This design comes from an exercise in tuning for small area and a short achievable clock period on the open sky130 flow, not from production work. Only simulation tests tie the RTL to the original design; equivalence was not proved. No activity file was given, so power comes from the tool's default toggle rates.

Design alu_top, start of the top module:
module alu_top(
    input             clk,
    input      [31:0] a,
    input      [31:0] b,
    input      [3:0]  opcode,
    input             cin,
    input             bin,
    input             en,
    output reg [31:0] sum,
    output reg [31:0] diff,
    output reg [31:0] result,
    output reg        cout,
    output reg        bout,
    output            zero,
    output            sign,
    output reg        carry,
    output reg        overflow,
    output            parity
);
  reg [31:0] a_q, b_q;
  reg [3:0]  op_q;
  reg        cin_q, bin_q, en_q;
  reg [11:0] rk_q;
  reg [11:0] qk_q;
  wire h1 = ~b[31];
  wire h2 = h1 & ~b[30];
  wire h3 = h2 & ~b[29];
  wire h4 = h3 & ~b[28];
  wire h5 = h4 & ~b[27];
  wire h6 = h5 & ~b[26];
  wire h7 = h6 & ~b[25];
  wire h8 = h7 & ~b[24];
  wire h9 = h8 & ~b[23];
  wire h10 = h9 & ~b[22];
  wire h11 = h10 & ~b[21];
  wire h12 = h11 & ~b[20];
  wire h13 = h12 & ~b[19];
  wire h14 = h13 & ~b[18];
  wire h15 = h14 & ~b[17];
  wire h16 = h15 & ~b[16];
  wire h17 = h16 & ~b[15];
  wire h18 = h17 & ~b[14];
  wire h19 = h18 & ~b[13];
  wire h20 = h19 & ~b[12];
  wire h21 = h20 & ~b[11];
  wire h22 = h21 & ~b[10];
  wire h23 = h22 & ~b[9];
  wire h24 = h23 & ~b[8];
  wire h25 = h24 & ~b[7];
  wire h26 = h25 & ~b[6];
  wire h27 = h26 & ~b[5];
  wire h28 = h27 & ~b[4];
  wire h29 = h28 & ~b[3];
  wire h30 = h29 & ~b[2];
  wire h31 = h30 & ~b[1];
  wire mp32 = opcode == 4'd9;
  ...
Size in the first run: roughly 6000 cells after synthesis, roughly 200 flip-flops, roughly 39000 sq um of cells after synthesis.
clock: 125.0 ns
lec_check: 0
abc_area: 1
cap_margin: 20
core_margin: 2
core_utilization: 55
place_density: 0.7
slew_margin: 20
run.sh (not shown) runs the stock make flow with config.mk's settings and CLKGATE_MAP_FILE= SYNTH_SCRIPT=/design/flow/synth_recipe.tcl, a recipe that flattens the netlist after the stock synthesis.
Then changed:
==> flow/flow/run.sh (new file) <==
#!/bin/bash
# The standard layout (the standard.sh), except that up to clock-tree synthesis
# repair_timing aims for SETUP_SLACK_MARGIN ns of setup slack instead of 0, so it sizes the
# long divider paths even though they meet the 125 ns clock. Routing and the rest run as in
# the standard flow.
set -euo pipefail
bash standard.sh SETUP_SLACK_MARGIN=81 cts > orfs_make_cts.log 2>&1
bash standard.sh finish > orfs_make_finish.log 2>&1
==> flow/standard.sh (new file) <==
#!/bin/bash
# synth_recipe.tcl (not shown) runs the flow's synth.tcl, then flattens the netlist and writes it again
# the make line also repeats each setting of config.mk as NAME=value (left out here)
make -C /OpenROAD-flow-scripts/flow DESIGN_CONFIG=/design/flow/config.mk WORK_HOME=/design/flow/orfs CLKGATE_MAP_FILE= SYNTH_SCRIPT=/design/flow/synth_recipe.tcl "${@:-finish}"
removed: flow/run.sh
What happened: Design area rose by 9.7%. Core utilization rises by 5.8 points. Register-to-register slack gains 14 ns. Maximum frequency goes up by 30%. Global-route usage came out higher by 2.9 points. Via count climbs by about 5.6%.

---

alpha:
Starting RTL as in the previous note.
clock: 125.0 ns
lec_check: 0
abc_area: 1
cap_margin: 20
core_margin: 2
core_utilization: 55
place_density: 0.7
slew_margin: 20
standard.sh (not shown) runs the stock make flow with config.mk's settings and CLKGATE_MAP_FILE= SYNTH_SCRIPT=/design/flow/synth_recipe.tcl, a recipe that flattens the netlist after the stock synthesis.
==> flow/flow/run.sh <==
#!/bin/bash
# The standard layout (the standard.sh), except that up to clock-tree synthesis
# repair_timing aims for SETUP_SLACK_MARGIN ns of setup slack instead of 0, so it sizes the
# long divider paths even though they meet the 125 ns clock. Routing and the rest run as in
# the standard flow.
set -euo pipefail
bash standard.sh SETUP_SLACK_MARGIN=86 cts > orfs_make_cts.log 2>&1
bash standard.sh finish > orfs_make_finish.log 2>&1
#### Input delta (beta over alpha)
# alpha
export LEC_CHECK = 0
export ABC_AREA = 1
export CAP_MARGIN = 20
export CORE_MARGIN = 2
export CORE_UTILIZATION = 55
export PLACE_DENSITY = 0.7
export SLEW_MARGIN = 20
create_clock -name core_clock -period 125.0 [get_ports {clk}]
# beta
export LEC_CHECK = 0
export ABC_AREA = 1
export CAP_MARGIN = 20
export CORE_MARGIN = 2
export CORE_UTILIZATION = 30
export SLEW_MARGIN = 20
create_clock -name core_clock -period 125.0 [get_ports {clk}]
==> flow/run.sh (new file) <==
#!/bin/bash
# synth_recipe.tcl (not shown) runs the flow's synth.tcl, then flattens the netlist and writes it again
# the make line also repeats each setting of config.mk as NAME=value (left out here)
make -C /OpenROAD-flow-scripts/flow DESIGN_CONFIG=/design/flow/config.mk WORK_HOME=/design/flow/orfs CLKGATE_MAP_FILE= SYNTH_SCRIPT=/design/flow/synth_recipe.tcl finish
removed: flow/flow/run.sh
removed: flow/standard.sh
[summary]
Re power drawn by the sequential cells: alpha and beta aren't equal, and the higher value belongs to alpha.
beta vs alpha, final total power went down by 0.17 mW.
Post-layout worst setup margin ends up lower on beta.
[compare] base=alpha new=beta: global routing met1 resource utilization saw a decrease, sequential share of layout area increased 1.3 points.
Taking alpha as the reference, in beta cell leakage power went down by 13%, total non-filler cell area in the finished layout went down about 14%, critical path depth increased by 179 relative to the old numbers.

---

alu_top again, from the RTL that the note above started with.
clock: 125.0 ns
lec_check: 0
abc_area: 1
cap_margin: 20
core_margin: 2
core_utilization: 55
place_density: 0.7
slew_margin: 20
==> flow/flow/run.sh <==
#!/bin/bash
# The standard layout (the standard.sh), except that repair_timing aims for extra setup
# slack (SETUP_SLACK_MARGIN ns instead of 0): 80 ns up to clock-tree synthesis and 72 ns after
# global routing, so it sizes the long divider paths even though they meet the 125 ns clock.
set -euo pipefail
bash standard.sh SETUP_SLACK_MARGIN=80 cts > orfs_make_cts.log 2>&1
bash standard.sh SETUP_SLACK_MARGIN=72 grt > orfs_make_grt.log 2>&1
bash standard.sh finish > orfs_make_finish.log 2>&1
The starting point finished clean.
Change:
==> flow/flow/run.sh (replaced) <==
#!/bin/bash
# The standard layout (the standard.sh), except that up to clock-tree synthesis
# repair_timing aims for SETUP_SLACK_MARGIN ns of setup slack instead of 0, so it sizes the
# long divider paths even though they meet the 125 ns clock. Routing and the rest run as in
# the standard flow.
set -euo pipefail
bash standard.sh SETUP_SLACK_MARGIN=78 cts > orfs_make_cts.log 2>&1
bash standard.sh finish > orfs_make_finish.log 2>&1
Result: The changed run produced a clean layout. Non-clock buffer count goes down by 125. Routed wire length goes down by 4.2%. Cell area goes down by 4.1%. Total power goes down by 4.1%. Flip-flop and latch count is unchanged. Setup slack loses 1.9 ns. Clock-buffer cell count does not change. Die area is unchanged.

## what the ideal ports hide
In the flow no input, the clock included, has a driving cell. The finished layouts below were timed again as built, in two steps.
Step 1 (the two cells are an assumption about what drives the block):
set clk [get_ports {clk}]
set_driving_cell -lib_cell sky130_fd_sc_hd__clkbuf_16 $clk
set_driving_cell -lib_cell sky130_fd_sc_hd__buf_2 [delete_from_list [all_inputs] $clk]
Step 2 times the ports against the registers' clock, not the clock port: input delays grow and output delays shrink by t, the midpoint of the rising clock arrivals with the driver on.
Slacks: ideal / step 1 / step 2; pairs: ideal / step 1.
| run | shift t [ns] | slack for setup (ns) | hold slack, ns | worst data-port slew with drivers (ns) | cell pins on the clock port's net |
|---|---|---|---|---|---|
| the first run of note 1 | 0.503 | 65.731 / 65.731 / 65.731 | 0.595 / 0.595 / 0.595 | 0.08 | 1 |
| the second run of note 1 | 0.506 | 79.471 / 79.496 / 78.990 | 0.583 / 0.583 / 0.583 | 0.06 | 1 |
| alpha | 0.514 | 79.835 / 79.846 / 79.332 | 0.569 / 0.569 / 0.569 | 0.05 | 1 |
| beta | 0.490 | 64.116 / 64.116 / 64.116 | 0.598 / 0.598 / 0.598 | 0.06 | 1 |
| the first run of note 3 | 0.518 | 78.730 / 78.730 / 78.701 | 0.600 / 0.600 / 0.600 | 0.05 | 1 |
| the second run of note 3 | 0.506 | 76.842 / 76.842 / 76.842 | 0.581 / 0.581 / 0.581 | 0.06 | 1 |
After both steps every run listed still meets setup and hold. For alpha, which loses most, drivers alone change the setup slack by +0.011 ns; drivers and shift together by -0.503 ns.
